Source: an optimization exercise on an open RTL-to-GDS flow (aim: small area). Production flows keep margins and buffers that such runs may drop.
Function was checked by simulation only, so behaviour that the tests miss may differ from the original.
Power is estimated from default activity; no workload was simulated.

==> flow/run.sh <==
#!/bin/bash
# Layout flow: the standard ORFS flow (standard.sh, unchanged synthesis, floorplan, power grid
# and tap cells), with these changes to how the layout is made:
#  - no timing-driven upsizing at floorplan (the netlist has no wires yet, so it only grows cells)
#  - port buffers use the smallest buffer cell (repair_design upsizes where a port needs more drive)
#  - pins one routing track apart (the default is two), so that a compact die holds all 4005 ports
#  - clock tree: larger sink clusters (25 flip-flops per leaf buffer) and no dummy loads
#  - global routing may finish with a little overflow (detailed routing clears it), and
#    more rounds of antenna repair after detailed routing
# Every tool's output goes to a log in this folder (make's output here, each ORFS step's full
# log under orfs/logs/).
set -euo pipefail
W=$(pwd)
EXTRA=(
  "REMOVE_ABC_BUFFERS=1"
  "BUFFER_PORTS_ARGS=-buffer_cell sky130_fd_sc_hd__buf_1"
  "PLACE_PINS_ARGS=-min_distance 1 -min_distance_in_tracks"
  "GLOBAL_ROUTE_ARGS=-congestion_iterations 100 -congestion_report_iter_step 5 -verbose -allow_congestion"
  "MAX_REPAIR_ANTENNAS_ITER_DRT=10"
  "CTS_ARGS=-sink_clustering_enable -repair_clock_nets -dont_use_dummy_load -sink_clustering_size 25 -sink_clustering_max_diameter 100"
)
bash "$W/standard.sh" "${EXTRA[@]}" finish > "$W/flow_make.log" 2>&1
==> standard.sh <==
#!/bin/bash
# synth_recipe.tcl (not shown) runs the flow's synth.tcl, then flattens the netlist and writes it again
# the make line also repeats each setting of config.mk as NAME=value (left out here)
make -C /OpenROAD-flow-scripts/flow DESIGN_CONFIG=/design/flow/config.mk WORK_HOME=/design/flow/orfs CLKGATE_MAP_FILE= SYNTH_SCRIPT=/design/flow/synth_recipe.tcl "${@:-finish}"
==> config.mk <==
export PLATFORM = sky130hd
export DESIGN_NAME = NV_soDLA_CACC_calculator_for_check
export DESIGN_NICKNAME = NV_soDLA_CACC_calculator_for_check
export VERILOG_FILES = /design/flow/design.v
export SDC_FILE = /design/flow/constraint.sdc
export NUM_CORES = 8
export LEC_CHECK = 0
export CAP_MARGIN = 20
export CELL_PAD_IN_SITES_DETAIL_PLACEMENT = 1
export CELL_PAD_IN_SITES_GLOBAL_PLACEMENT = 1
export CORE_AREA = 10 10 730 730
export DIE_AREA = 0 0 740 740
export PLACE_DENSITY = 0.55
export SLEW_MARGIN = 20
export SYNTH_HIERARCHICAL = 1
==> constraint.sdc <==
create_clock -name core_clock -period 10.0 [get_ports {nvdla_core_clk}]
set_input_delay 2.0000 -clock core_clock [delete_from_list [all_inputs] [get_ports {nvdla_core_clk}]]
set_output_delay 2.0000 -clock core_clock [all_outputs]
set_load 0.01 [all_outputs]
==> design.v <==
module NV_soDLA_CACC_calculator_for_check(
  input           nvdla_core_clk,
  input           nvdla_core_rstn,
  input  [1087:0] abuf_rd_data,
  output          abuf_wr_en,
  output [5:0]    abuf_wr_addr,
  output [1087:0] abuf_wr_data,
  output          dlv_valid,
  output          dlv_mask,
  output [1023:0] dlv_data,
  output [1:0]    dlv_pd,
  input           accu_ctrl_valid,
  input  [12:0]   accu_ctrl_pd,
  input           accu_ctrl_ram_valid,
  input  [4:0]    cfg_truncate,
  input  [21:0]   mac_a2accu_data0,
  input  [21:0]   mac_a2accu_data1,
  input  [21:0]   mac_a2accu_data2,
  input  [21:0]   mac_a2accu_data3,
  input  [21:0]   mac_a2accu_data4,
  input  [21:0]   mac_a2accu_data5,
  input  [21:0]   mac_a2accu_data6,
  input  [21:0]   mac_a2accu_data7,
  input  [21:0]   mac_a2accu_data8,
  input  [21:0]   mac_a2accu_data9,
  input  [21:0]   mac_a2accu_data10,
  input  [21:0]   mac_a2accu_data11,
  input  [21:0]   mac_a2accu_data12,
  input  [21:0]   mac_a2accu_data13,
  input  [21:0]   mac_a2accu_data14,
  input  [21:0]   mac_a2accu_data15,
  input  [15:0]   mac_a2accu_mask,
  input           mac_a2accu_mode,
  input           mac_a2accu_pvld,
  input  [21:0]   mac_b2accu_data0,
  input  [21:0]   mac_b2accu_data1,
  input  [21:0]   mac_b2accu_data2,
  input  [21:0]   mac_b2accu_data3,
  input  [21:0]   mac_b2accu_data4,
  input  [21:0]   mac_b2accu_data5,
  input  [21:0]   mac_b2accu_data6,
  input  [21:0]   mac_b2accu_data7,
  input  [21:0]   mac_b2accu_data8,
  input  [21:0]   mac_b2accu_data9,
  input  [21:0]   mac_b2accu_data10,
  input  [21:0]   mac_b2accu_data11,
  input  [21:0]   mac_b2accu_data12,
  input  [21:0]   mac_b2accu_data13,
  input  [21:0]   mac_b2accu_data14,
  input  [21:0]   mac_b2accu_data15,
  input  [15:0]   mac_b2accu_mask,
  input           mac_b2accu_mode,
  input           mac_b2accu_pvld,
  output [31:0]   dp2reg_sat_count
);
  wire [703:0] in_data = {mac_b2accu_data15,mac_b2accu_data14,mac_b2accu_data13,mac_b2accu_data12,mac_b2accu_data11,mac_b2accu_data10,mac_b2accu_data9,mac_b2accu_data8,mac_b2accu_data7,mac_b2accu_data6,mac_b2accu_data5,mac_b2accu_data4,mac_b2accu_data3,mac_b2accu_data2,mac_b2accu_data1,mac_b2accu_data0,mac_a2accu_data15,mac_a2accu_data14,mac_a2accu_data13,mac_a2accu_data12,mac_a2accu_data11,mac_a2accu_data10,mac_a2accu_data9,mac_a2accu_data8,mac_a2accu_data7,mac_a2accu_data6,mac_a2accu_data5,mac_a2accu_data4,mac_a2accu_data3,mac_a2accu_data2,mac_a2accu_data1,mac_a2accu_data0};
  wire [31:0] in_mask = {mac_b2accu_mask, mac_a2accu_mask};
  wire        rst = ~nvdla_core_rstn;
  reg  [5:0]  ctl_addr;
  reg         ctl_stripe_end, ctl_channel_end, ctl_layer_end;
  always @(posedge nvdla_core_clk) begin
    if (rst) begin
      ctl_addr <= 6'h0; ctl_stripe_end <= 1'b0; ctl_channel_end <= 1'b0; ctl_layer_end <= 1'b0;
    end else if (accu_ctrl_valid) begin
      ctl_addr <= accu_ctrl_pd[5:0];
      ctl_stripe_end <= accu_ctrl_pd[9];
      ctl_channel_end <= accu_ctrl_pd[10];
      ctl_layer_end <= accu_ctrl_pd[11];
    end
  end
  reg v1, v2, calc_valid;
  reg wr1, wr2, wr3, dl1, dl2, dl3;
  always @(posedge nvdla_core_clk) begin
    if (rst) begin
      v1 <= 1'b0; v2 <= 1'b0; calc_valid <= 1'b0;
      wr1 <= 1'b0; wr2 <= 1'b0; wr3 <= 1'b0;
      dl1 <= 1'b0; dl2 <= 1'b0; dl3 <= 1'b0;
    end else begin
      v1 <= mac_a2accu_pvld | mac_b2accu_pvld;
      v2 <= v1;
      calc_valid <= v2;
      wr1 <= calc_valid & ~ctl_channel_end;
      wr2 <= wr1;
      wr3 <= wr2;
      dl1 <= calc_valid & ctl_channel_end;
      dl2 <= dl1;
      dl3 <= dl2;
    end
  end
  reg [5:0] f1, f2, f3;
  always @(posedge nvdla_core_clk) begin
    f1 <= {ctl_addr[5:2], ctl_channel_end ? {ctl_layer_end, ctl_stripe_end} : ctl_addr[1:0]};
    f2 <= f1;
    f3 <= f2;
  end
  reg [4:0] t2, t3;
  always @(posedge nvdla_core_clk) begin
    t2 <= cfg_truncate;
    t3 <= t2;
  end
  reg [8:0] dsel;   
  always @(posedge nvdla_core_clk) begin
    case (t2)
      5'd0: dsel <= 9'b001000000;
      5'd1: dsel <= 9'b010010000;
      5'd2: dsel <= 9'b100100000;
      5'd3: dsel <= 9'b000000100;
      5'd4: dsel <= 9'b000010100;
      5'd5: dsel <= 9'b000100100;
      5'd6: dsel <= 9'b000001000;
      5'd7: dsel <= 9'b000011000;
      5'd8: dsel <= 9'b000101000;
      5'd9: dsel <= 9'b000000010;
      5'd10: dsel <= 9'b000010010;
      5'd11: dsel <= 9'b000100010;
      5'd12: dsel <= 9'b000000110;
      5'd13: dsel <= 9'b000010110;
      5'd14: dsel <= 9'b000100110;
      5'd15: dsel <= 9'b000001010;
      5'd16: dsel <= 9'b000011010;
      5'd17: dsel <= 9'b000101010;
      5'd18: dsel <= 9'b000000001;
      5'd19: dsel <= 9'b000010001;
      5'd20: dsel <= 9'b000100001;
      5'd21: dsel <= 9'b000000101;
      5'd22: dsel <= 9'b000010101;
      5'd23: dsel <= 9'b000100101;
      5'd24: dsel <= 9'b000001001;
      5'd25: dsel <= 9'b000011001;
      5'd26: dsel <= 9'b000101001;
      5'd27: dsel <= 9'b000000011;
      5'd28: dsel <= 9'b000010011;
      5'd29: dsel <= 9'b000100011;
      5'd30: dsel <= 9'b000000111;
      5'd31: dsel <= 9'b000010111;
    endcase
  end
  wire a1s = dsel[0], b1s = dsel[1], c1s = dsel[2], c2s = dsel[3], e1s = dsel[4], e2s = dsel[5];
  wire sa0 = ~a1s, sa1 = a1s, sb0 = ~b1s, sb1 = b1s;
  wire sc0 = ~(c1s | c2s), sc1 = c1s, sc2 = c2s, sc0n = c1s | c2s;
  wire se0n = e1s | e2s, se1n = ~e1s, se2n = ~e2s;
  wire st0 = dsel[6], st1 = dsel[7], st2 = dsel[8];
  wire [29:0] sw;
  genvar gw;
  generate for (gw = 0; gw < 30; gw = gw + 1) begin : swin
    assign sw[gw] = ({1'b0, t3} >= gw + 2) && ({1'b0, t3} <= gw + 16);
  end endgenerate
  reg  [1183:0] r1;
  reg  [1087:0] r2, r3;
  wire [1183:0] q0;
  wire [1087:0] q1;
  wire [1023:0] fdata;
  wire [31:0]   fsat;
  genvar gi;
  generate
    for (gi = 0; gi < 32; gi = gi + 1) begin : lane
      cacc_lane_in  u_in  (.d(in_data[22*gi +: 22]), .op(abuf_rd_data[34*gi +: 34]), .m(in_mask[gi]),
                           .mr(in_mask[gi] & accu_ctrl_ram_valid), .q(q0[37*gi +: 37]));
      cacc_lane_s2  u_s2  (.q(r1[37*gi +: 37]), .y(q1[34*gi +: 34]));
      cacc_lane_fin u_fin (.x(r3[34*gi +: 34]), .a0(sa0), .a1(sa1), .b0(sb0), .b1(sb1),
                           .c0(sc0), .c1(sc1), .c2(sc2), .c0n(sc0n), .e0n(se0n), .e1n(se1n), .e2n(se2n),
                           .t0(st0), .t1(st1), .t2(st2), .w(sw), .f(fdata[32*gi +: 32]), .ns(fsat[gi]));
    end
  endgenerate
  always @(posedge nvdla_core_clk) begin
    r1 <= q0;
    r2 <= q1;
    r3 <= r2;
  end
  reg        prev_end;
  reg [31:0] sat_count;
  wire       cur_end = f3[1] & f3[0];
  wire       sat_clr = ~cur_end & prev_end;
  reg  [5:0] sat_sum;
  integer k;
  always @(*) begin
    sat_sum = 6'h0;
    for (k = 0; k < 32; k = k + 1) sat_sum = sat_sum + {5'h0, fsat[k]};
  end
  wire [32:0] sat_add = {1'b0, sat_count} + {27'h0, sat_sum};
  always @(posedge nvdla_core_clk) begin
    if (rst) begin
      prev_end <= 1'b1;
      sat_count <= 32'h0;
    end else if (dl3) begin
      prev_end <= cur_end;
      sat_count <= sat_clr ? {26'h0, sat_sum} : (sat_add[32] ? 32'hffffffff : sat_add[31:0]);
    end
  end
  assign abuf_wr_en = wr3;
  assign abuf_wr_addr = f3;
  assign abuf_wr_data = r3;
  assign dlv_valid = dl3;
  assign dlv_mask = dl3;
  assign dlv_data = fdata;
  assign dlv_pd = f3[1:0];
  assign dp2reg_sat_count = sat_count;
endmodule
module cacc_lane_in (
  input [21:0] d,
  input [33:0] op,
  input m,
  input mr,
  output [36:0] q
);
  wire [20:0] dn;
  wire [21:0] on;
  wire [9:0] cn0;
  wire [9:0] cn11;
  k_nand2 u1 (.a(m), .b(d[0]), .y(dn[0]));
  k_nand2 u2 (.a(m), .b(d[1]), .y(dn[1]));
  k_nand2 u3 (.a(m), .b(d[2]), .y(dn[2]));
  k_nand2 u4 (.a(m), .b(d[3]), .y(dn[3]));
  k_nand2 u5 (.a(m), .b(d[4]), .y(dn[4]));
  k_nand2 u6 (.a(m), .b(d[5]), .y(dn[5]));
  k_nand2 u7 (.a(m), .b(d[6]), .y(dn[6]));
  k_nand2 u8 (.a(m), .b(d[7]), .y(dn[7]));
  k_nand2 u9 (.a(m), .b(d[8]), .y(dn[8]));
  k_nand2 u10 (.a(m), .b(d[9]), .y(dn[9]));
  k_nand2 u11 (.a(m), .b(d[10]), .y(dn[10]));
  k_nand2 u12 (.a(m), .b(d[11]), .y(dn[11]));
  k_nand2 u13 (.a(m), .b(d[12]), .y(dn[12]));
  k_nand2 u14 (.a(m), .b(d[13]), .y(dn[13]));
  k_nand2 u15 (.a(m), .b(d[14]), .y(dn[14]));
  k_nand2 u16 (.a(m), .b(d[15]), .y(dn[15]));
  k_nand2 u17 (.a(m), .b(d[16]), .y(dn[16]));
  k_nand2 u18 (.a(m), .b(d[17]), .y(dn[17]));
  k_nand2 u19 (.a(m), .b(d[18]), .y(dn[18]));
  k_nand2 u20 (.a(m), .b(d[19]), .y(dn[19]));
  k_nand2 u21 (.a(m), .b(d[20]), .y(dn[20]));
  k_nand2 u22 (.a(m), .b(d[21]), .y(q[36]));
  k_nand2 u23 (.a(mr), .b(op[0]), .y(on[0]));
  k_nand2 u24 (.a(mr), .b(op[1]), .y(on[1]));
  k_nand2 u25 (.a(mr), .b(op[2]), .y(on[2]));
  k_nand2 u26 (.a(mr), .b(op[3]), .y(on[3]));
  k_nand2 u27 (.a(mr), .b(op[4]), .y(on[4]));
  k_nand2 u28 (.a(mr), .b(op[5]), .y(on[5]));
  k_nand2 u29 (.a(mr), .b(op[6]), .y(on[6]));
  k_nand2 u30 (.a(mr), .b(op[7]), .y(on[7]));
  k_nand2 u31 (.a(mr), .b(op[8]), .y(on[8]));
  k_nand2 u32 (.a(mr), .b(op[9]), .y(on[9]));
  k_nand2 u33 (.a(mr), .b(op[10]), .y(on[10]));
  k_nand2 u34 (.a(mr), .b(op[11]), .y(on[11]));
  k_nand2 u35 (.a(mr), .b(op[12]), .y(on[12]));
  k_nand2 u36 (.a(mr), .b(op[13]), .y(on[13]));
  k_nand2 u37 (.a(mr), .b(op[14]), .y(on[14]));
  k_nand2 u38 (.a(mr), .b(op[15]), .y(on[15]));
  k_nand2 u39 (.a(mr), .b(op[16]), .y(on[16]));
  k_nand2 u40 (.a(mr), .b(op[17]), .y(on[17]));
  k_nand2 u41 (.a(mr), .b(op[18]), .y(on[18]));
  k_nand2 u42 (.a(mr), .b(op[19]), .y(on[19]));
  k_nand2 u43 (.a(mr), .b(op[20]), .y(on[20]));
  k_nand2 u44 (.a(mr), .b(op[21]), .y(on[21]));
  k_nand2 u45 (.a(mr), .b(op[22]), .y(q[24]));
  k_nand2 u46 (.a(mr), .b(op[23]), .y(q[25]));
  k_nand2 u47 (.a(mr), .b(op[24]), .y(q[26]));
  k_nand2 u48 (.a(mr), .b(op[25]), .y(q[27]));
  k_nand2 u49 (.a(mr), .b(op[26]), .y(q[28]));
  k_nand2 u50 (.a(mr), .b(op[27]), .y(q[29]));
  k_nand2 u51 (.a(mr), .b(op[28]), .y(q[30]));
  k_nand2 u52 (.a(mr), .b(op[29]), .y(q[31]));
  k_nand2 u53 (.a(mr), .b(op[30]), .y(q[32]));
  k_nand2 u54 (.a(mr), .b(op[31]), .y(q[33]));
  k_nand2 u55 (.a(mr), .b(op[32]), .y(q[34]));
  k_nand2 u56 (.a(mr), .b(op[33]), .y(q[35]));
  k_xnor2 u57 (.a(dn[0]), .b(on[0]), .y(q[0]));
  k_or2 u58 (.a(dn[0]), .b(on[0]), .y(cn0[0]));
  k_fa u59 (.a(dn[1]), .b(on[1]), .ci(cn0[0]), .s(q[1]), .co(cn0[1]));
  k_fa u60 (.a(dn[2]), .b(on[2]), .ci(cn0[1]), .s(q[2]), .co(cn0[2]));
  k_fa u61 (.a(dn[3]), .b(on[3]), .ci(cn0[2]), .s(q[3]), .co(cn0[3]));
  k_fa u62 (.a(dn[4]), .b(on[4]), .ci(cn0[3]), .s(q[4]), .co(cn0[4]));
  k_fa u63 (.a(dn[5]), .b(on[5]), .ci(cn0[4]), .s(q[5]), .co(cn0[5]));
  k_fa u64 (.a(dn[6]), .b(on[6]), .ci(cn0[5]), .s(q[6]), .co(cn0[6]));
  k_fa u65 (.a(dn[7]), .b(on[7]), .ci(cn0[6]), .s(q[7]), .co(cn0[7]));
  k_fa u66 (.a(dn[8]), .b(on[8]), .ci(cn0[7]), .s(q[8]), .co(cn0[8]));
  k_fa u67 (.a(dn[9]), .b(on[9]), .ci(cn0[8]), .s(q[9]), .co(cn0[9]));
  k_fa u68 (.a(dn[10]), .b(on[10]), .ci(cn0[9]), .s(q[10]), .co(q[11]));
  k_xnor2 u69 (.a(dn[11]), .b(on[11]), .y(q[12]));
  k_or2 u70 (.a(dn[11]), .b(on[11]), .y(cn11[0]));
  k_fa u71 (.a(dn[12]), .b(on[12]), .ci(cn11[0]), .s(q[13]), .co(cn11[1]));
  k_fa u72 (.a(dn[13]), .b(on[13]), .ci(cn11[1]), .s(q[14]), .co(cn11[2]));
  k_fa u73 (.a(dn[14]), .b(on[14]), .ci(cn11[2]), .s(q[15]), .co(cn11[3]));
  k_fa u74 (.a(dn[15]), .b(on[15]), .ci(cn11[3]), .s(q[16]), .co(cn11[4]));
  k_fa u75 (.a(dn[16]), .b(on[16]), .ci(cn11[4]), .s(q[17]), .co(cn11[5]));
  k_fa u76 (.a(dn[17]), .b(on[17]), .ci(cn11[5]), .s(q[18]), .co(cn11[6]));
  k_fa u77 (.a(dn[18]), .b(on[18]), .ci(cn11[6]), .s(q[19]), .co(cn11[7]));
  k_fa u78 (.a(dn[19]), .b(on[19]), .ci(cn11[7]), .s(q[20]), .co(cn11[8]));
  k_fa u79 (.a(dn[20]), .b(on[20]), .ci(cn11[8]), .s(q[21]), .co(cn11[9]));
  k_fa u80 (.a(q[36]), .b(on[21]), .ci(cn11[9]), .s(q[22]), .co(q[23]));
endmodule
module cacc_lane_s2 (
  input [36:0] q,
  output [33:0] y
);
  wire [11:0] kn;
  wire [10:0] mn;
  wire u;
  wire usn;
  wire decn;
  wire [12:0] hn;
  wire [12:0] hc;
  wire ovf;
  wire qs;
  assign kn[0] = q[11];
  k_xnor2 u1 (.a(q[12]), .b(kn[0]), .y(mn[0]));
  k_or2 u2 (.a(q[12]), .b(kn[0]), .y(kn[1]));
  k_xnor2 u3 (.a(q[13]), .b(kn[1]), .y(mn[1]));
  k_or2 u4 (.a(q[13]), .b(kn[1]), .y(kn[2]));
  k_xnor2 u5 (.a(q[14]), .b(kn[2]), .y(mn[2]));
  k_or2 u6 (.a(q[14]), .b(kn[2]), .y(kn[3]));
  k_xnor2 u7 (.a(q[15]), .b(kn[3]), .y(mn[3]));
  k_or2 u8 (.a(q[15]), .b(kn[3]), .y(kn[4]));
  k_xnor2 u9 (.a(q[16]), .b(kn[4]), .y(mn[4]));
  k_or2 u10 (.a(q[16]), .b(kn[4]), .y(kn[5]));
  k_xnor2 u11 (.a(q[17]), .b(kn[5]), .y(mn[5]));
  k_or2 u12 (.a(q[17]), .b(kn[5]), .y(kn[6]));
  k_xnor2 u13 (.a(q[18]), .b(kn[6]), .y(mn[6]));
  k_or2 u14 (.a(q[18]), .b(kn[6]), .y(kn[7]));
  k_xnor2 u15 (.a(q[19]), .b(kn[7]), .y(mn[7]));
  k_or2 u16 (.a(q[19]), .b(kn[7]), .y(kn[8]));
  k_xnor2 u17 (.a(q[20]), .b(kn[8]), .y(mn[8]));
  k_or2 u18 (.a(q[20]), .b(kn[8]), .y(kn[9]));
  k_xnor2 u19 (.a(q[21]), .b(kn[9]), .y(mn[9]));
  k_or2 u20 (.a(q[21]), .b(kn[9]), .y(kn[10]));
  k_xnor2 u21 (.a(q[22]), .b(kn[10]), .y(mn[10]));
  k_or2 u22 (.a(q[22]), .b(kn[10]), .y(kn[11]));
  k_nand2 u23 (.a(q[23]), .b(kn[11]), .y(u));
  k_xor2 u24 (.a(u), .b(q[36]), .y(usn));
  k_or2 u25 (.a(u), .b(q[36]), .y(decn));
  k_xnor2 u26 (.a(q[24]), .b(usn), .y(hn[0]));
  k_or2 u27 (.a(q[24]), .b(usn), .y(hc[1]));
  k_fa u28 (.a(q[25]), .b(decn), .ci(hc[1]), .s(hn[1]), .co(hc[2]));
  k_fa u29 (.a(q[26]), .b(decn), .ci(hc[2]), .s(hn[2]), .co(hc[3]));
  k_fa u30 (.a(q[27]), .b(decn), .ci(hc[3]), .s(hn[3]), .co(hc[4]));
  k_fa u31 (.a(q[28]), .b(decn), .ci(hc[4]), .s(hn[4]), .co(hc[5]));
  k_fa u32 (.a(q[29]), .b(decn), .ci(hc[5]), .s(hn[5]), .co(hc[6]));
  k_fa u33 (.a(q[30]), .b(decn), .ci(hc[6]), .s(hn[6]), .co(hc[7]));
  k_fa u34 (.a(q[31]), .b(decn), .ci(hc[7]), .s(hn[7]), .co(hc[8]));
  k_fa u35 (.a(q[32]), .b(decn), .ci(hc[8]), .s(hn[8]), .co(hc[9]));
  k_fa u36 (.a(q[33]), .b(decn), .ci(hc[9]), .s(hn[9]), .co(hc[10]));
  k_fa u37 (.a(q[34]), .b(decn), .ci(hc[10]), .s(hn[10]), .co(hc[11]));
  k_fa u38 (.a(q[35]), .b(decn), .ci(hc[11]), .s(hn[11]), .co(hc[12]));
  k_xor3 u39 (.a(q[35]), .b(decn), .c(hc[12]), .y(hn[12]));
  k_xor2 u40 (.a(hn[12]), .b(hn[11]), .y(ovf));
  k_nand2 u41 (.a(ovf), .b(hn[12]), .y(qs));
  k_o21ai u42 (.a1(ovf), .a2(q[0]), .b1(qs), .y(y[0]));
  k_o21ai u43 (.a1(ovf), .a2(q[1]), .b1(qs), .y(y[1]));
  k_o21ai u44 (.a1(ovf), .a2(q[2]), .b1(qs), .y(y[2]));
  k_o21ai u45 (.a1(ovf), .a2(q[3]), .b1(qs), .y(y[3]));
  k_o21ai u46 (.a1(ovf), .a2(q[4]), .b1(qs), .y(y[4]));
  k_o21ai u47 (.a1(ovf), .a2(q[5]), .b1(qs), .y(y[5]));
  k_o21ai u48 (.a1(ovf), .a2(q[6]), .b1(qs), .y(y[6]));
  k_o21ai u49 (.a1(ovf), .a2(q[7]), .b1(qs), .y(y[7]));
  k_o21ai u50 (.a1(ovf), .a2(q[8]), .b1(qs), .y(y[8]));
  k_o21ai u51 (.a1(ovf), .a2(q[9]), .b1(qs), .y(y[9]));
  k_o21ai u52 (.a1(ovf), .a2(q[10]), .b1(qs), .y(y[10]));
  k_o21ai u53 (.a1(ovf), .a2(mn[0]), .b1(qs), .y(y[11]));
  k_o21ai u54 (.a1(ovf), .a2(mn[1]), .b1(qs), .y(y[12]));
  k_o21ai u55 (.a1(ovf), .a2(mn[2]), .b1(qs), .y(y[13]));
  k_o21ai u56 (.a1(ovf), .a2(mn[3]), .b1(qs), .y(y[14]));
  k_o21ai u57 (.a1(ovf), .a2(mn[4]), .b1(qs), .y(y[15]));
  k_o21ai u58 (.a1(ovf), .a2(mn[5]), .b1(qs), .y(y[16]));
  k_o21ai u59 (.a1(ovf), .a2(mn[6]), .b1(qs), .y(y[17]));
  k_o21ai u60 (.a1(ovf), .a2(mn[7]), .b1(qs), .y(y[18]));
  k_o21ai u61 (.a1(ovf), .a2(mn[8]), .b1(qs), .y(y[19]));
  k_o21ai u62 (.a1(ovf), .a2(mn[9]), .b1(qs), .y(y[20]));
  k_o21ai u63 (.a1(ovf), .a2(mn[10]), .b1(qs), .y(y[21]));
  k_o21ai u64 (.a1(ovf), .a2(hn[0]), .b1(qs), .y(y[22]));
  k_o21ai u65 (.a1(ovf), .a2(hn[1]), .b1(qs), .y(y[23]));
  k_o21ai u66 (.a1(ovf), .a2(hn[2]), .b1(qs), .y(y[24]));
  k_o21ai u67 (.a1(ovf), .a2(hn[3]), .b1(qs), .y(y[25]));
  k_o21ai u68 (.a1(ovf), .a2(hn[4]), .b1(qs), .y(y[26]));
  k_o21ai u69 (.a1(ovf), .a2(hn[5]), .b1(qs), .y(y[27]));
  k_o21ai u70 (.a1(ovf), .a2(hn[6]), .b1(qs), .y(y[28]));
  k_o21ai u71 (.a1(ovf), .a2(hn[7]), .b1(qs), .y(y[29]));
  k_o21ai u72 (.a1(ovf), .a2(hn[8]), .b1(qs), .y(y[30]));
  k_o21ai u73 (.a1(ovf), .a2(hn[9]), .b1(qs), .y(y[31]));
  k_o21ai u74 (.a1(ovf), .a2(hn[10]), .b1(qs), .y(y[32]));
  k_inv u75 (.a(hn[12]), .y(y[33]));
endmodule
module cacc_lane_fin (
  input [33:0] x,
  input a0,
  input a1,
  input b0,
  input b1,
  input c0,
  input c1,
  input c2,
  input c0n,
  input e0n,
  input e1n,
  input e2n,
  input t0,
  input t1,
  input t2,
  input [29:0] w,
  output [31:0] f,
  output ns
);
  wire sn;
  wire k1;
  wire k2;
  wire k3;
  wire p5;
  wire cy0;
  wire nns;
  wire y31g;
  wire [34:0] z1n;
  wire [34:0] z2;
  wire [34:0] z3n;
  wire [32:0] y;
  wire e0ga;
  wire e1ga;
  wire e2ga;
  wire e0gb;
  wire e1gb;
  wire e2gb;
  wire [9:0] sq;
  wire [2:0] sp;
  wire [32:0] cy;
  wire [2:0] pk;
  k_inv u1 (.a(x[33]), .y(sn));
  k_nand2 u2 (.a(a1), .b(sn), .y(k1));
  k_nand2 u3 (.a(b1), .b(x[33]), .y(k2));
  k_or2 u4 (.a(c0), .b(x[33]), .y(k3));
  k_nand2 u5 (.a(a1), .b(x[17]), .y(z1n[0]));
  k_o22ai u6 (.a1(a1), .a2(x[0]), .b1(a0), .b2(x[18]), .y(z1n[1]));
  k_o22ai u7 (.a1(a1), .a2(x[1]), .b1(a0), .b2(x[19]), .y(z1n[2]));
  k_o22ai u8 (.a1(a1), .a2(x[2]), .b1(a0), .b2(x[20]), .y(z1n[3]));
  k_o22ai u9 (.a1(a1), .a2(x[3]), .b1(a0), .b2(x[21]), .y(z1n[4]));
  k_o22ai u10 (.a1(a1), .a2(x[4]), .b1(a0), .b2(x[22]), .y(z1n[5]));
  k_o22ai u11 (.a1(a1), .a2(x[5]), .b1(a0), .b2(x[23]), .y(z1n[6]));
  k_o22ai u12 (.a1(a1), .a2(x[6]), .b1(a0), .b2(x[24]), .y(z1n[7]));
  k_o22ai u13 (.a1(a1), .a2(x[7]), .b1(a0), .b2(x[25]), .y(z1n[8]));
  k_o22ai u14 (.a1(a1), .a2(x[8]), .b1(a0), .b2(x[26]), .y(z1n[9]));
  k_o22ai u15 (.a1(a1), .a2(x[9]), .b1(a0), .b2(x[27]), .y(z1n[10]));
  k_o22ai u16 (.a1(a1), .a2(x[10]), .b1(a0), .b2(x[28]), .y(z1n[11]));
  k_o22ai u17 (.a1(a1), .a2(x[11]), .b1(a0), .b2(x[29]), .y(z1n[12]));
  k_o22ai u18 (.a1(a1), .a2(x[12]), .b1(a0), .b2(x[30]), .y(z1n[13]));
  k_o22ai u19 (.a1(a1), .a2(x[13]), .b1(a0), .b2(x[31]), .y(z1n[14]));
  k_o22ai u20 (.a1(a1), .a2(x[14]), .b1(a0), .b2(x[32]), .y(z1n[15]));
  k_o22ai u21 (.a1(a1), .a2(x[15]), .b1(a0), .b2(x[33]), .y(z1n[16]));
  k_o21ai u22 (.a1(a1), .a2(x[16]), .b1(k1), .y(z1n[17]));
  k_o21ai u23 (.a1(a1), .a2(x[17]), .b1(k1), .y(z1n[18]));
  k_o21ai u24 (.a1(a1), .a2(x[18]), .b1(k1), .y(z1n[19]));
  k_o21ai u25 (.a1(a1), .a2(x[19]), .b1(k1), .y(z1n[20]));
  k_o21ai u26 (.a1(a1), .a2(x[20]), .b1(k1), .y(z1n[21]));
  k_o21ai u27 (.a1(a1), .a2(x[21]), .b1(k1), .y(z1n[22]));
  k_o21ai u28 (.a1(a1), .a2(x[22]), .b1(k1), .y(z1n[23]));
  k_o21ai u29 (.a1(a1), .a2(x[23]), .b1(k1), .y(z1n[24]));
  k_o21ai u30 (.a1(a1), .a2(x[24]), .b1(k1), .y(z1n[25]));
  k_o21ai u31 (.a1(a1), .a2(x[25]), .b1(k1), .y(z1n[26]));
  k_o21ai u32 (.a1(a1), .a2(x[26]), .b1(k1), .y(z1n[27]));
  k_o21ai u33 (.a1(a1), .a2(x[27]), .b1(k1), .y(z1n[28]));
  k_o21ai u34 (.a1(a1), .a2(x[28]), .b1(k1), .y(z1n[29]));
  k_o21ai u35 (.a1(a1), .a2(x[29]), .b1(k1), .y(z1n[30]));
  k_o21ai u36 (.a1(a1), .a2(x[30]), .b1(k1), .y(z1n[31]));
  k_o21ai u37 (.a1(a1), .a2(x[31]), .b1(k1), .y(z1n[32]));
  k_o21ai u38 (.a1(a1), .a2(x[32]), .b1(k1), .y(z1n[33]));
  k_o21ai u39 (.a1(a1), .a2(x[33]), .b1(k1), .y(z1n[34]));
  k_o22ai u40 (.a1(b1), .a2(z1n[0]), .b1(b0), .b2(z1n[9]), .y(z2[0]));
  k_o22ai u41 (.a1(b1), .a2(z1n[1]), .b1(b0), .b2(z1n[10]), .y(z2[1]));
  k_o22ai u42 (.a1(b1), .a2(z1n[2]), .b1(b0), .b2(z1n[11]), .y(z2[2]));
  k_o22ai u43 (.a1(b1), .a2(z1n[3]), .b1(b0), .b2(z1n[12]), .y(z2[3]));
  k_o22ai u44 (.a1(b1), .a2(z1n[4]), .b1(b0), .b2(z1n[13]), .y(z2[4]));
  k_o22ai u45 (.a1(b1), .a2(z1n[5]), .b1(b0), .b2(z1n[14]), .y(z2[5]));
  k_o22ai u46 (.a1(b1), .a2(z1n[6]), .b1(b0), .b2(z1n[15]), .y(z2[6]));
  k_o22ai u47 (.a1(b1), .a2(z1n[7]), .b1(b0), .b2(z1n[16]), .y(z2[7]));
  k_o22ai u48 (.a1(b1), .a2(z1n[8]), .b1(b0), .b2(z1n[17]), .y(z2[8]));
  k_o22ai u49 (.a1(b1), .a2(z1n[9]), .b1(b0), .b2(z1n[18]), .y(z2[9]));
  k_o22ai u50 (.a1(b1), .a2(z1n[10]), .b1(b0), .b2(z1n[19]), .y(z2[10]));
  k_o22ai u51 (.a1(b1), .a2(z1n[11]), .b1(b0), .b2(z1n[20]), .y(z2[11]));
  k_o22ai u52 (.a1(b1), .a2(z1n[12]), .b1(b0), .b2(z1n[21]), .y(z2[12]));
  k_o22ai u53 (.a1(b1), .a2(z1n[13]), .b1(b0), .b2(z1n[22]), .y(z2[13]));
  k_o22ai u54 (.a1(b1), .a2(z1n[14]), .b1(b0), .b2(z1n[23]), .y(z2[14]));
  k_o22ai u55 (.a1(b1), .a2(z1n[15]), .b1(b0), .b2(z1n[24]), .y(z2[15]));
  k_o22ai u56 (.a1(b1), .a2(z1n[16]), .b1(b0), .b2(z1n[25]), .y(z2[16]));
  k_o22ai u57 (.a1(b1), .a2(z1n[17]), .b1(b0), .b2(z1n[26]), .y(z2[17]));
  k_o22ai u58 (.a1(b1), .a2(z1n[18]), .b1(b0), .b2(z1n[27]), .y(z2[18]));
  k_o22ai u59 (.a1(b1), .a2(z1n[19]), .b1(b0), .b2(z1n[28]), .y(z2[19]));
  k_o22ai u60 (.a1(b1), .a2(z1n[20]), .b1(b0), .b2(z1n[29]), .y(z2[20]));
  k_o22ai u61 (.a1(b1), .a2(z1n[21]), .b1(b0), .b2(z1n[30]), .y(z2[21]));
  k_o22ai u62 (.a1(b1), .a2(z1n[22]), .b1(b0), .b2(z1n[31]), .y(z2[22]));
  k_o22ai u63 (.a1(b1), .a2(z1n[23]), .b1(b0), .b2(z1n[32]), .y(z2[23]));
  k_o22ai u64 (.a1(b1), .a2(z1n[24]), .b1(b0), .b2(z1n[33]), .y(z2[24]));
  k_o22ai u65 (.a1(b1), .a2(z1n[25]), .b1(b0), .b2(z1n[34]), .y(z2[25]));
  k_o21ai u66 (.a1(b1), .a2(z1n[26]), .b1(k2), .y(z2[26]));
  k_o21ai u67 (.a1(b1), .a2(z1n[27]), .b1(k2), .y(z2[27]));
  k_o21ai u68 (.a1(b1), .a2(z1n[28]), .b1(k2), .y(z2[28]));
  k_o21ai u69 (.a1(b1), .a2(z1n[29]), .b1(k2), .y(z2[29]));
  k_o21ai u70 (.a1(b1), .a2(z1n[30]), .b1(k2), .y(z2[30]));
  k_o21ai u71 (.a1(b1), .a2(z1n[31]), .b1(k2), .y(z2[31]));
  k_o21ai u72 (.a1(b1), .a2(z1n[32]), .b1(k2), .y(z2[32]));
  k_o21ai u73 (.a1(b1), .a2(z1n[33]), .b1(k2), .y(z2[33]));
  k_o21ai u74 (.a1(b1), .a2(z1n[34]), .b1(k2), .y(z2[34]));
  k_a222oi u75 (.a1(c0), .a2(z2[0]), .b1(c1), .b2(z2[3]), .c1(c2), .c2(z2[6]), .y(z3n[0]));
  k_a222oi u76 (.a1(c0), .a2(z2[1]), .b1(c1), .b2(z2[4]), .c1(c2), .c2(z2[7]), .y(z3n[1]));
  k_a222oi u77 (.a1(c0), .a2(z2[2]), .b1(c1), .b2(z2[5]), .c1(c2), .c2(z2[8]), .y(z3n[2]));
  k_a222oi u78 (.a1(c0), .a2(z2[3]), .b1(c1), .b2(z2[6]), .c1(c2), .c2(z2[9]), .y(z3n[3]));
  k_a222oi u79 (.a1(c0), .a2(z2[4]), .b1(c1), .b2(z2[7]), .c1(c2), .c2(z2[10]), .y(z3n[4]));
  k_a222oi u80 (.a1(c0), .a2(z2[5]), .b1(c1), .b2(z2[8]), .c1(c2), .c2(z2[11]), .y(z3n[5]));
  k_a222oi u81 (.a1(c0), .a2(z2[6]), .b1(c1), .b2(z2[9]), .c1(c2), .c2(z2[12]), .y(z3n[6]));
  k_a222oi u82 (.a1(c0), .a2(z2[7]), .b1(c1), .b2(z2[10]), .c1(c2), .c2(z2[13]), .y(z3n[7]));
  k_a222oi u83 (.a1(c0), .a2(z2[8]), .b1(c1), .b2(z2[11]), .c1(c2), .c2(z2[14]), .y(z3n[8]));
  k_a222oi u84 (.a1(c0), .a2(z2[9]), .b1(c1), .b2(z2[12]), .c1(c2), .c2(z2[15]), .y(z3n[9]));
  k_a222oi u85 (.a1(c0), .a2(z2[10]), .b1(c1), .b2(z2[13]), .c1(c2), .c2(z2[16]), .y(z3n[10]));
  k_a222oi u86 (.a1(c0), .a2(z2[11]), .b1(c1), .b2(z2[14]), .c1(c2), .c2(z2[17]), .y(z3n[11]));
  k_a222oi u87 (.a1(c0), .a2(z2[12]), .b1(c1), .b2(z2[15]), .c1(c2), .c2(z2[18]), .y(z3n[12]));
  k_a222oi u88 (.a1(c0), .a2(z2[13]), .b1(c1), .b2(z2[16]), .c1(c2), .c2(z2[19]), .y(z3n[13]));
  k_a222oi u89 (.a1(c0), .a2(z2[14]), .b1(c1), .b2(z2[17]), .c1(c2), .c2(z2[20]), .y(z3n[14]));
  k_a222oi u90 (.a1(c0), .a2(z2[15]), .b1(c1), .b2(z2[18]), .c1(c2), .c2(z2[21]), .y(z3n[15]));
  k_a222oi u91 (.a1(c0), .a2(z2[16]), .b1(c1), .b2(z2[19]), .c1(c2), .c2(z2[22]), .y(z3n[16]));
  k_a222oi u92 (.a1(c0), .a2(z2[17]), .b1(c1), .b2(z2[20]), .c1(c2), .c2(z2[23]), .y(z3n[17]));
  k_a222oi u93 (.a1(c0), .a2(z2[18]), .b1(c1), .b2(z2[21]), .c1(c2), .c2(z2[24]), .y(z3n[18]));
  k_a222oi u94 (.a1(c0), .a2(z2[19]), .b1(c1), .b2(z2[22]), .c1(c2), .c2(z2[25]), .y(z3n[19]));
  k_a222oi u95 (.a1(c0), .a2(z2[20]), .b1(c1), .b2(z2[23]), .c1(c2), .c2(z2[26]), .y(z3n[20]));
  k_a222oi u96 (.a1(c0), .a2(z2[21]), .b1(c1), .b2(z2[24]), .c1(c2), .c2(z2[27]), .y(z3n[21]));
  k_a222oi u97 (.a1(c0), .a2(z2[22]), .b1(c1), .b2(z2[25]), .c1(c2), .c2(z2[28]), .y(z3n[22]));
  k_a222oi u98 (.a1(c0), .a2(z2[23]), .b1(c1), .b2(z2[26]), .c1(c2), .c2(z2[29]), .y(z3n[23]));
  k_a222oi u99 (.a1(c0), .a2(z2[24]), .b1(c1), .b2(z2[27]), .c1(c2), .c2(z2[30]), .y(z3n[24]));
  k_a222oi u100 (.a1(c0), .a2(z2[25]), .b1(c1), .b2(z2[28]), .c1(c2), .c2(z2[31]), .y(z3n[25]));
  k_a222oi u101 (.a1(c0), .a2(z2[26]), .b1(c1), .b2(z2[29]), .c1(c2), .c2(z2[32]), .y(z3n[26]));
  k_a222oi u102 (.a1(c0), .a2(z2[27]), .b1(c1), .b2(z2[30]), .c1(c2), .c2(z2[33]), .y(z3n[27]));
  k_a222oi u103 (.a1(c0), .a2(z2[28]), .b1(c1), .b2(z2[31]), .c1(c2), .c2(z2[34]), .y(z3n[28]));
  k_a222oi u104 (.a1(c0), .a2(z2[29]), .b1(c1), .b2(z2[32]), .c1(c2), .c2(x[33]), .y(z3n[29]));
  k_a222oi u105 (.a1(c0), .a2(z2[30]), .b1(c1), .b2(z2[33]), .c1(c2), .c2(x[33]), .y(z3n[30]));
  k_a222oi u106 (.a1(c0), .a2(z2[31]), .b1(c1), .b2(z2[34]), .c1(c2), .c2(x[33]), .y(z3n[31]));
  k_o21ai u107 (.a1(c0n), .a2(z2[32]), .b1(k3), .y(z3n[32]));
  k_o21ai u108 (.a1(c0n), .a2(z2[33]), .b1(k3), .y(z3n[33]));
  k_o21ai u109 (.a1(c0n), .a2(z2[34]), .b1(k3), .y(z3n[34]));
  k_nor2 u110 (.a(e0n), .b(ns), .y(e0ga));
  k_nor2 u111 (.a(e1n), .b(ns), .y(e1ga));
  k_nor2 u112 (.a(e2n), .b(ns), .y(e2ga));
  k_nor2 u113 (.a(e0n), .b(ns), .y(e0gb));
  k_nor2 u114 (.a(e1n), .b(ns), .y(e1gb));
  k_nor2 u115 (.a(e2n), .b(ns), .y(e2gb));
  k_a222oi u116 (.a1(e0ga), .a2(z3n[0]), .b1(e1ga), .b2(z3n[1]), .c1(e2ga), .c2(z3n[2]), .y(y[0]));
  k_a222oi u117 (.a1(e0ga), .a2(z3n[1]), .b1(e1ga), .b2(z3n[2]), .c1(e2ga), .c2(z3n[3]), .y(y[1]));
  k_a222oi u118 (.a1(e0ga), .a2(z3n[2]), .b1(e1ga), .b2(z3n[3]), .c1(e2ga), .c2(z3n[4]), .y(y[2]));
  k_a222oi u119 (.a1(e0ga), .a2(z3n[3]), .b1(e1ga), .b2(z3n[4]), .c1(e2ga), .c2(z3n[5]), .y(y[3]));
  k_a222oi u120 (.a1(e0ga), .a2(z3n[4]), .b1(e1ga), .b2(z3n[5]), .c1(e2ga), .c2(z3n[6]), .y(y[4]));
  k_a222oi u121 (.a1(e0ga), .a2(z3n[5]), .b1(e1ga), .b2(z3n[6]), .c1(e2ga), .c2(z3n[7]), .y(y[5]));
  k_a222oi u122 (.a1(e0ga), .a2(z3n[6]), .b1(e1ga), .b2(z3n[7]), .c1(e2ga), .c2(z3n[8]), .y(y[6]));
  k_a222oi u123 (.a1(e0ga), .a2(z3n[7]), .b1(e1ga), .b2(z3n[8]), .c1(e2ga), .c2(z3n[9]), .y(y[7]));
  k_a222oi u124 (.a1(e0ga), .a2(z3n[8]), .b1(e1ga), .b2(z3n[9]), .c1(e2ga), .c2(z3n[10]), .y(y[8]));
  k_a222oi u125 (.a1(e0ga), .a2(z3n[9]), .b1(e1ga), .b2(z3n[10]), .c1(e2ga), .c2(z3n[11]), .y(y[9]));
  k_a222oi u126 (.a1(e0ga), .a2(z3n[10]), .b1(e1ga), .b2(z3n[11]), .c1(e2ga), .c2(z3n[12]), .y(y[10]));
  k_a222oi u127 (.a1(e0ga), .a2(z3n[11]), .b1(e1ga), .b2(z3n[12]), .c1(e2ga), .c2(z3n[13]), .y(y[11]));
  k_a222oi u128 (.a1(e0ga), .a2(z3n[12]), .b1(e1ga), .b2(z3n[13]), .c1(e2ga), .c2(z3n[14]), .y(y[12]));
  k_a222oi u129 (.a1(e0ga), .a2(z3n[13]), .b1(e1ga), .b2(z3n[14]), .c1(e2ga), .c2(z3n[15]), .y(y[13]));
  k_a222oi u130 (.a1(e0ga), .a2(z3n[14]), .b1(e1ga), .b2(z3n[15]), .c1(e2ga), .c2(z3n[16]), .y(y[14]));
  k_a222oi u131 (.a1(e0ga), .a2(z3n[15]), .b1(e1ga), .b2(z3n[16]), .c1(e2ga), .c2(z3n[17]), .y(y[15]));
  k_a222oi u132 (.a1(e0ga), .a2(z3n[16]), .b1(e1ga), .b2(z3n[17]), .c1(e2ga), .c2(z3n[18]), .y(y[16]));
  k_a222oi u133 (.a1(e0gb), .a2(z3n[17]), .b1(e1gb), .b2(z3n[18]), .c1(e2gb), .c2(z3n[19]), .y(y[17]));
  k_a222oi u134 (.a1(e0gb), .a2(z3n[18]), .b1(e1gb), .b2(z3n[19]), .c1(e2gb), .c2(z3n[20]), .y(y[18]));
  k_a222oi u135 (.a1(e0gb), .a2(z3n[19]), .b1(e1gb), .b2(z3n[20]), .c1(e2gb), .c2(z3n[21]), .y(y[19]));
  k_a222oi u136 (.a1(e0gb), .a2(z3n[20]), .b1(e1gb), .b2(z3n[21]), .c1(e2gb), .c2(z3n[22]), .y(y[20]));
  k_a222oi u137 (.a1(e0gb), .a2(z3n[21]), .b1(e1gb), .b2(z3n[22]), .c1(e2gb), .c2(z3n[23]), .y(y[21]));
  k_a222oi u138 (.a1(e0gb), .a2(z3n[22]), .b1(e1gb), .b2(z3n[23]), .c1(e2gb), .c2(z3n[24]), .y(y[22]));
  k_a222oi u139 (.a1(e0gb), .a2(z3n[23]), .b1(e1gb), .b2(z3n[24]), .c1(e2gb), .c2(z3n[25]), .y(y[23]));
  k_a222oi u140 (.a1(e0gb), .a2(z3n[24]), .b1(e1gb), .b2(z3n[25]), .c1(e2gb), .c2(z3n[26]), .y(y[24]));
  k_a222oi u141 (.a1(e0gb), .a2(z3n[25]), .b1(e1gb), .b2(z3n[26]), .c1(e2gb), .c2(z3n[27]), .y(y[25]));
  k_a222oi u142 (.a1(e0gb), .a2(z3n[26]), .b1(e1gb), .b2(z3n[27]), .c1(e2gb), .c2(z3n[28]), .y(y[26]));
  k_a222oi u143 (.a1(e0gb), .a2(z3n[27]), .b1(e1gb), .b2(z3n[28]), .c1(e2gb), .c2(z3n[29]), .y(y[27]));
  k_a222oi u144 (.a1(e0gb), .a2(z3n[28]), .b1(e1gb), .b2(z3n[29]), .c1(e2gb), .c2(z3n[30]), .y(y[28]));
  k_a222oi u145 (.a1(e0gb), .a2(z3n[29]), .b1(e1gb), .b2(z3n[30]), .c1(e2gb), .c2(z3n[31]), .y(y[29]));
  k_a222oi u146 (.a1(e0gb), .a2(z3n[30]), .b1(e1gb), .b2(z3n[31]), .c1(e2gb), .c2(z3n[32]), .y(y[30]));
  k_a222oi u147 (.a1(e0gb), .a2(z3n[31]), .b1(e1gb), .b2(z3n[32]), .c1(e2gb), .c2(z3n[33]), .y(y[31]));
  k_a222oi u148 (.a1(e0gb), .a2(z3n[32]), .b1(e1gb), .b2(z3n[33]), .c1(e2gb), .c2(z3n[34]), .y(y[32]));
  k_a222oi u149 (.a1(x[0]), .a2(w[0]), .b1(x[1]), .b2(w[1]), .c1(x[2]), .c2(w[2]), .y(sq[0]));
  k_a222oi u150 (.a1(x[3]), .a2(w[3]), .b1(x[4]), .b2(w[4]), .c1(x[5]), .c2(w[5]), .y(sq[1]));
  k_a222oi u151 (.a1(x[6]), .a2(w[6]), .b1(x[7]), .b2(w[7]), .c1(x[8]), .c2(w[8]), .y(sq[2]));
  k_a222oi u152 (.a1(x[9]), .a2(w[9]), .b1(x[10]), .b2(w[10]), .c1(x[11]), .c2(w[11]), .y(sq[3]));
  k_a222oi u153 (.a1(x[12]), .a2(w[12]), .b1(x[13]), .b2(w[13]), .c1(x[14]), .c2(w[14]), .y(sq[4]));
  k_a222oi u154 (.a1(x[15]), .a2(w[15]), .b1(x[16]), .b2(w[16]), .c1(x[17]), .c2(w[17]), .y(sq[5]));
  k_a222oi u155 (.a1(x[18]), .a2(w[18]), .b1(x[19]), .b2(w[19]), .c1(x[20]), .c2(w[20]), .y(sq[6]));
  k_a222oi u156 (.a1(x[21]), .a2(w[21]), .b1(x[22]), .b2(w[22]), .c1(x[23]), .c2(w[23]), .y(sq[7]));
  k_a222oi u157 (.a1(x[24]), .a2(w[24]), .b1(x[25]), .b2(w[25]), .c1(x[26]), .c2(w[26]), .y(sq[8]));
  k_a222oi u158 (.a1(x[27]), .a2(w[27]), .b1(x[28]), .b2(w[28]), .c1(x[29]), .c2(w[29]), .y(sq[9]));
  k_nand4 u159 (.a(sq[0]), .b(sq[1]), .c(sq[2]), .d(sq[3]), .y(sp[0]));
  k_nand4 u160 (.a(sq[4]), .b(sq[5]), .c(sq[6]), .d(sq[7]), .y(sp[1]));
  k_nand3 u161 (.a(sq[8]), .b(sq[9]), .c(x[33]), .y(sp[2]));
  k_o31a u162 (.a1(sp[0]), .a2(sp[1]), .a3(sp[2]), .b1(y[0]), .y(p5));
  cacc_lane_fg u163 (.x(x), .t0(t0), .t1(t1), .t2(t2), .p5(p5), .ns(ns), .cy0(cy0));
  k_inv u164 (.a(ns), .y(nns));
  assign cy[0] = cy0;
  k_ha u165 (.a(y[1]), .b(cy[0]), .s(f[0]), .co(cy[1]));
  k_ha u166 (.a(y[2]), .b(cy[1]), .s(f[1]), .co(cy[2]));
  k_ha u167 (.a(y[3]), .b(cy[2]), .s(f[2]), .co(cy[3]));
  k_ha u168 (.a(y[4]), .b(cy[3]), .s(f[3]), .co(cy[4]));
  k_ha u169 (.a(y[5]), .b(cy[4]), .s(f[4]), .co(cy[5]));
  k_ha u170 (.a(y[6]), .b(cy[5]), .s(f[5]), .co(cy[6]));
  k_ha u171 (.a(y[7]), .b(cy[6]), .s(f[6]), .co(cy[7]));
  k_xor2 u172 (.a(y[8]), .b(cy[7]), .y(f[7]));
  k_ha u173 (.a(y[9]), .b(cy[8]), .s(f[8]), .co(cy[9]));
  k_ha u174 (.a(y[10]), .b(cy[9]), .s(f[9]), .co(cy[10]));
  k_ha u175 (.a(y[11]), .b(cy[10]), .s(f[10]), .co(cy[11]));
  k_ha u176 (.a(y[12]), .b(cy[11]), .s(f[11]), .co(cy[12]));
  k_ha u177 (.a(y[13]), .b(cy[12]), .s(f[12]), .co(cy[13]));
  k_ha u178 (.a(y[14]), .b(cy[13]), .s(f[13]), .co(cy[14]));
  k_ha u179 (.a(y[15]), .b(cy[14]), .s(f[14]), .co(cy[15]));
  k_xor2 u180 (.a(y[16]), .b(cy[15]), .y(f[15]));
  k_ha u181 (.a(y[17]), .b(cy[16]), .s(f[16]), .co(cy[17]));
  k_ha u182 (.a(y[18]), .b(cy[17]), .s(f[17]), .co(cy[18]));
  k_ha u183 (.a(y[19]), .b(cy[18]), .s(f[18]), .co(cy[19]));
  k_ha u184 (.a(y[20]), .b(cy[19]), .s(f[19]), .co(cy[20]));
  k_ha u185 (.a(y[21]), .b(cy[20]), .s(f[20]), .co(cy[21]));
  k_ha u186 (.a(y[22]), .b(cy[21]), .s(f[21]), .co(cy[22]));
  k_ha u187 (.a(y[23]), .b(cy[22]), .s(f[22]), .co(cy[23]));
  k_xor2 u188 (.a(y[24]), .b(cy[23]), .y(f[23]));
  k_ha u189 (.a(y[25]), .b(cy[24]), .s(f[24]), .co(cy[25]));
  k_ha u190 (.a(y[26]), .b(cy[25]), .s(f[25]), .co(cy[26]));
  k_ha u191 (.a(y[27]), .b(cy[26]), .s(f[26]), .co(cy[27]));
  k_ha u192 (.a(y[28]), .b(cy[27]), .s(f[27]), .co(cy[28]));
  k_ha u193 (.a(y[29]), .b(cy[28]), .s(f[28]), .co(cy[29]));
  k_ha u194 (.a(y[30]), .b(cy[29]), .s(f[29]), .co(cy[30]));
  k_ha u195 (.a(y[31]), .b(cy[30]), .s(f[30]), .co(cy[31]));
  k_and2 u196 (.a(y[32]), .b(nns), .y(y31g));
  k_xor2 u197 (.a(y31g), .b(cy[31]), .y(f[31]));
  cacc_and8 u198 (.a(y[8:1]), .y(pk[0]));
  k_and2 u199 (.a(cy[0]), .b(pk[0]), .y(cy[8]));
  cacc_and8 u200 (.a(y[16:9]), .y(pk[1]));
  k_and2 u201 (.a(cy[8]), .b(pk[1]), .y(cy[16]));
  cacc_and8 u202 (.a(y[24:17]), .y(pk[2]));
  k_and2 u203 (.a(cy[16]), .b(pk[2]), .y(cy[24]));
endmodule
module cacc_lane_fg (input [33:0] x, input t0, input t1, input t2, input p5, output ns, output cy0);
  wire s = x[33];
  wire ovf = (t0 & ~((x[33] == x[32]) & (x[32] == x[31]))) | (t1 & (x[33] ^ x[32]));
  wire a31 = &x[31:1];
  wire cc = ~s & ((t1 & a31 & x[0]) | (t2 & a31 & x[32]));
  assign ns = ovf | cc;
  assign cy0 = ns ? s : p5;
endmodule
module cacc_and8 (input [7:0] a, output y); assign y = &a; endmodule
module k_inv (input a, output y); assign y = ~a; endmodule
module k_nand2 (input a, input b, output y); assign y = ~(a & b); endmodule
module k_nor2 (input a, input b, output y); assign y = ~(a | b); endmodule
module k_or2 (input a, input b, output y); assign y = a | b; endmodule
module k_and2 (input a, input b, output y); assign y = a & b; endmodule
module k_xor2 (input a, input b, output y); assign y = a ^ b; endmodule
module k_xnor2 (input a, input b, output y); assign y = ~(a ^ b); endmodule
module k_nand3 (input a, input b, input c, output y); assign y = ~(a & b & c); endmodule
module k_nand4 (input a, input b, input c, input d, output y); assign y = ~(a & b & c & d); endmodule
module k_o21ai (input a1, input a2, input b1, output y); assign y = ~((a1 | a2) & b1); endmodule
module k_o22ai (input a1, input a2, input b1, input b2, output y); assign y = ~((a1 | a2) & (b1 | b2)); endmodule
module k_o31a (input a1, input a2, input a3, input b1, output y); assign y = (a1 | a2 | a3) & b1; endmodule
module k_a222oi (input a1, input a2, input b1, input b2, input c1, input c2, output y); assign y = ~((a1 & a2) | (b1 & b2) | (c1 & c2)); endmodule
module k_ha (input a, input b, output s, output co); assign s = a ^ b; assign co = a & b; endmodule
module k_fa (input a, input b, input ci, output s, output co); assign s = a ^ b ^ ci; assign co = (a & b) | (ci & (a ^ b)); endmodule
module k_xor3 (input a, input b, input c, output y); assign y = a ^ b ^ c; endmodule
==> run summary <==
[through the flow]
step                      area, µm²  hold WS, ps  worst slack (ps)  power (mW)
after floorplan              171000          310            -81030        29.8
after global placement       199000          310               838        42.2
after detailed placement     199000          313               703        42.3
after CTS                    203000          255               547        50.3
after global routing         204000          271               180        53.3
final                        205000          267               288        52.5
[power groups by stage]
stage / sequential (mW) / combinational [mW] / clock, mW
after floorplan: 19.4 / 10.4 / 0
after global placement: 20.5 / 21.8 / 0
after detailed placement: 20.5 / 21.8 / 0
after CTS: 20.2 / 21.9 / 8.10
after global routing: 20.5 / 24.3 / 8.58
final: 20.4 / 24.1 / 7.98
[cell usage after synthesis (all sizes together) (3+ instances only)]
library cell  instances  share of area (%)
nand2b               33               0.12
a22oi                34               0.15
a222oi             2400                 14
nand2              2027                4.4
a311o                32               0.19
nor3                 48               0.15
and4                  4              0.020
mux2i                14              0.082
o211ai                3              0.013
inv                 197               0.43
nor4                 34               0.13
clkbuf               27              0.059
or2                 516                1.9
fa                 1017                 12
buf                   6              0.023
o31a                 35               0.18
dfxtp              3448                 40
o22ai              1349                4.9
xor3                 32               0.44
o311ai                3              0.015
nor4b                 5              0.026
xor2                196                1.0
o31ai                 5              0.028
a31oi                11              0.040
nor2                432               0.95
a211oi               38               0.17
a21oi                20              0.058
xnor2               452                2.3
nand4b               32               0.16
a211o                 3              0.015
o21ai              2043                6.0
a31o                 33               0.17
ha                  913                6.7
a41oi                 4              0.020
nand3                84               0.25
and3                 13              0.047
and2                177               0.65
nand4               494                1.8
a22o                  3              0.015
[worst max-delay path by stage]
stage                       startpoint               to  cells past startpoint
floorplan              dsel[1]$_DFF_P_   dlv_data[1023]                     17
global placement       r1[307]$_DFF_P_  r2[284]$_DFF_P_                     30
detailed placement     r1[307]$_DFF_P_  r2[296]$_DFF_P_                     30
CTS                 dsel[7]$_SDFF_PP0_    dlv_data[223]                     22
global route        dsel[7]$_SDFF_PP0_    dlv_data[919]                     21
finish              dsel[7]$_SDFF_PP0_    dlv_data[919]                     21
[per-module statistics from Yosys (local to each module, per instance), excerpt]
module        area (µm²)  flip-flops and latches  copies in the design  cells
k_ha                12.5                       0                   896      1
k_o31a              8.76                       0                    32      1
cacc_lane_fg         128                       0                    32     21
k_o22ai             6.26                       0                  1344      1
k_xor2              8.76                       0                   192      1
k_nand2             3.75                       0                  1952      1
k_inv               3.75                       0                    96      1
k_fa                20.0                       0                   992      1
k_and2              6.26                       0                   128      1
cacc_and8           16.3                       0                    96      3
k_xnor2             8.76                       0                   448      1
k_o21ai             5.00                       0                  2016      1
[layer usage]
metal / up-vias / routed length (µm) / track usage (%) / share of wire (%)
met3: 4447 / 182000 / 23.4 / 14
li1: 75800 / - / - / -
met5: - / 3350 / 5.30 / 0.25
met2: 15000 / 535000 / 64.6 / 40
met1: 93600 / 436000 / 48.3 / 33
met4: 202 / 165000 / 45.8 / 13
[cells by family (layout without fill, tap and decap cells)]
group	count (synthesis)	in the layout	synth area share, %
simple gates	3906	3906	10.7
compound gates	6035	6035	26.1
fa+ha+maj	1930	1930	18.6
mux	16	16	0.0950
flops	3448	3448	40.3
xor+xnor	680	680	3.76
buf+inv	230	4760	0.514
other cells	0	384	0
[cells in the final DEF, fill, tap and decap left out, drive strengths merged, types with 3 or more instances in the layout]
cell type and count:
a211o 3, a211oi 38, a21oi 20, a222oi 2400, a22o 3, a22oi 34
a311o 32, a31o 33, a31oi 11, a41oi 4, and2 177, and3 13
and4 4, buf 4331, clkbuf 232, dfxtp 3448, diode 384, fa 1017
ha 913, inv 197, mux2i 14, nand2 2027, nand2b 33, nand3 84
nand4 494, nand4b 32, nor2 432, nor3 48, nor4 34, nor4b 5
o211ai 3, o21ai 2043, o22ai 1349, o311ai 3, o31a 35, o31ai 5
or2 516, xnor2 452, xor2 196, xor3 32
[area by class of cell]
| class | instances | area (µm²) |
|---|---|---|
| clock buffers | 186 | 4650 |
| diodes | 384 | 961 |
| fillers | 59900 | 312000 |
| flip-flops and latches | 3448 | 69100 |
| inverters | 197 | 774 |
| multi-input cells | 12600 | 102000 |
| well taps | 6916 | 8650 |
| repair buffers | 4377 | 18600 |
[sequential cells by signal, indices dropped and copies added (netlist names), 5 cells and up]
signal,flops
f2,6
ctl_addr,6
t3,5
t2,5
r2,1088
f3,6
dsel,9
sat_count,32
r1,1184
r3,1088
f1,6
==> flow_summary.ini <==
[run_status]
status = no timing/DRC/antenna violations

[power_and_ir_drop]
p_sw_mw = 26.5
power.density_nw_per_um2 = 257
pwr-share-comb_pct = 45.9
power_leakage_nw = 70.3
power_frac_seq_pct = 38.9
p_int_mw = 26.0
vdd_drop_max_v = 0.000136
clkPwrFrac_pct = 15.2
p_sw_share_pct = 50.5

[worst_setup_path]
arrival_ps = 7710
critPathMostFrequentCell = ha_1
ff2ff_path_depth = 25
critPathKind = reg2out
r2r-start = dsel[7]$_SDFF_PP0_
crit_slowest_cell = buf_1
cp-end-kind = output pin
critical_path.cell_chain = buf_12 > buf_4 > a22oi_1 > nor3_1 > nand3_1 > nand2_1 > nor2_1 > a222oi_1 > o31a_1 > a31o_1 > and2_1 > and2_1 > ha_1 > ha_1 > ha_1 > ha_1 > ha_1 > ha_1 > ha_1 > xor2_1 > buf_1
start_kind = register
critPathTopFamily = buffers and inverters
reg2reg_to = sat_count[22]$_SDFFE_PN0P_
slowest_delay_ps = 1000
path_buf_inv = 3
reg2reg_slack_ps = 660
required_ps = 8000
crit_fanout = 20

[global_route]
overflow = 0
grt_pass1_wl_um = 1720000
grt_pass1_vias = 178000
antenna_found_initial = 545
grt_max_degree = 184
grt_usage_pct = 46.0

[route]
num_vias = 189000
wl_um = 1320000
routed_via_density = 6.73
drc = 0
detail-route-antenna-nets = 0
drt-pass1-iter-count = 22
drtIter0Drc = 41200
wl_per_cell_um = 47.1

[cts]
h-tree-depth = 4
cts_tree = done
cts_resized = 0
clock_path_buffers = 4
cts_hold_buf = 0
clock_latency_ps = 1020
cts_setup_buffers = 0
clock-sinks = 3448
cts_buffers = 186
clockRootBuffer = clkbuf_16
cts.reportedPaths.clkPinSlew_ps = 100

[timing]
min_period_ps = 9710
setup_tns_ps = 0
max_slew_margin_pct = 6.16
hold_viol = 0
rsz0062_at_grt = false
fmax_mhz = 103
finalClockSkew_ps = 121
slew_viol_final = 0
tightest_slew_ps = 1410
fin_crit_sh_pct = 97.1
finalSetupViolCount = 0

[logic_synthesis]
ys_async_sr_fraction_pct = 0
synth.distinct_cells = 69
synthCells = 16200
synth_edf_count = 0
yosysWarnings = 7
ys_ff_latch = 3448
synth_ff_type = dfxtp_1
syn-cell-area_um2 = 171000
seq_area_frac_synth_pct = 40.3
syn_avg_cell_area_um2 = 10.5

[hold_path]
min_path_type = reg2reg
min_path_cells = 0
holdCritStartpoint = r2[685]$_DFF_P_
whs_endpoint = r3[685]$_DFF_P_

[cells_and_area]
stdcell_count = 28100
drive_gt1_share_pct = 3.48
final_util_pct = 39.6
fin_nets = 24600
area_growth_pct = 19.5

[floorplan]
fp.dieW_um = 740
fp.dieH_um = 740
core_um2 = 517000
ios = 4005
dieArea_um2 = 548000
row_count = 264
start_util_pct = 33.1

[placed_design]
port_buffers = 3998
dpl.cell_count = 27500
dp_hpwl_um = 1020000
gp_congestion = 1.09

[run]
cap_violations = 0

[static timing again, ports no longer ideal]
The flow's constraints put no driver on any port. The routed layout listed below was extracted and timed again, unchanged, in two steps. Step 1: set_driving_cell puts a clkbuf_16 on nvdla_core_clk and a buf_2 on each other input, an assumption about the parent block. Step 2, shift: input delay + t, output delay - t, t = (earliest + latest rising clock arrival at the registers) / 2. This alone moves slack from input paths to output paths. Three values: ideal, step 1, step 2; two values: the first two.
t, ns: 1.103
setup slack, ns: 0.288 / 0.142 / 0.662
latest minus earliest clock arrival (ns): 0.143 / 0.142
After both steps setup and hold are still met in this run. The setup slack of this run moves by -0.146 ns with the drivers and by +0.374 ns with both steps.
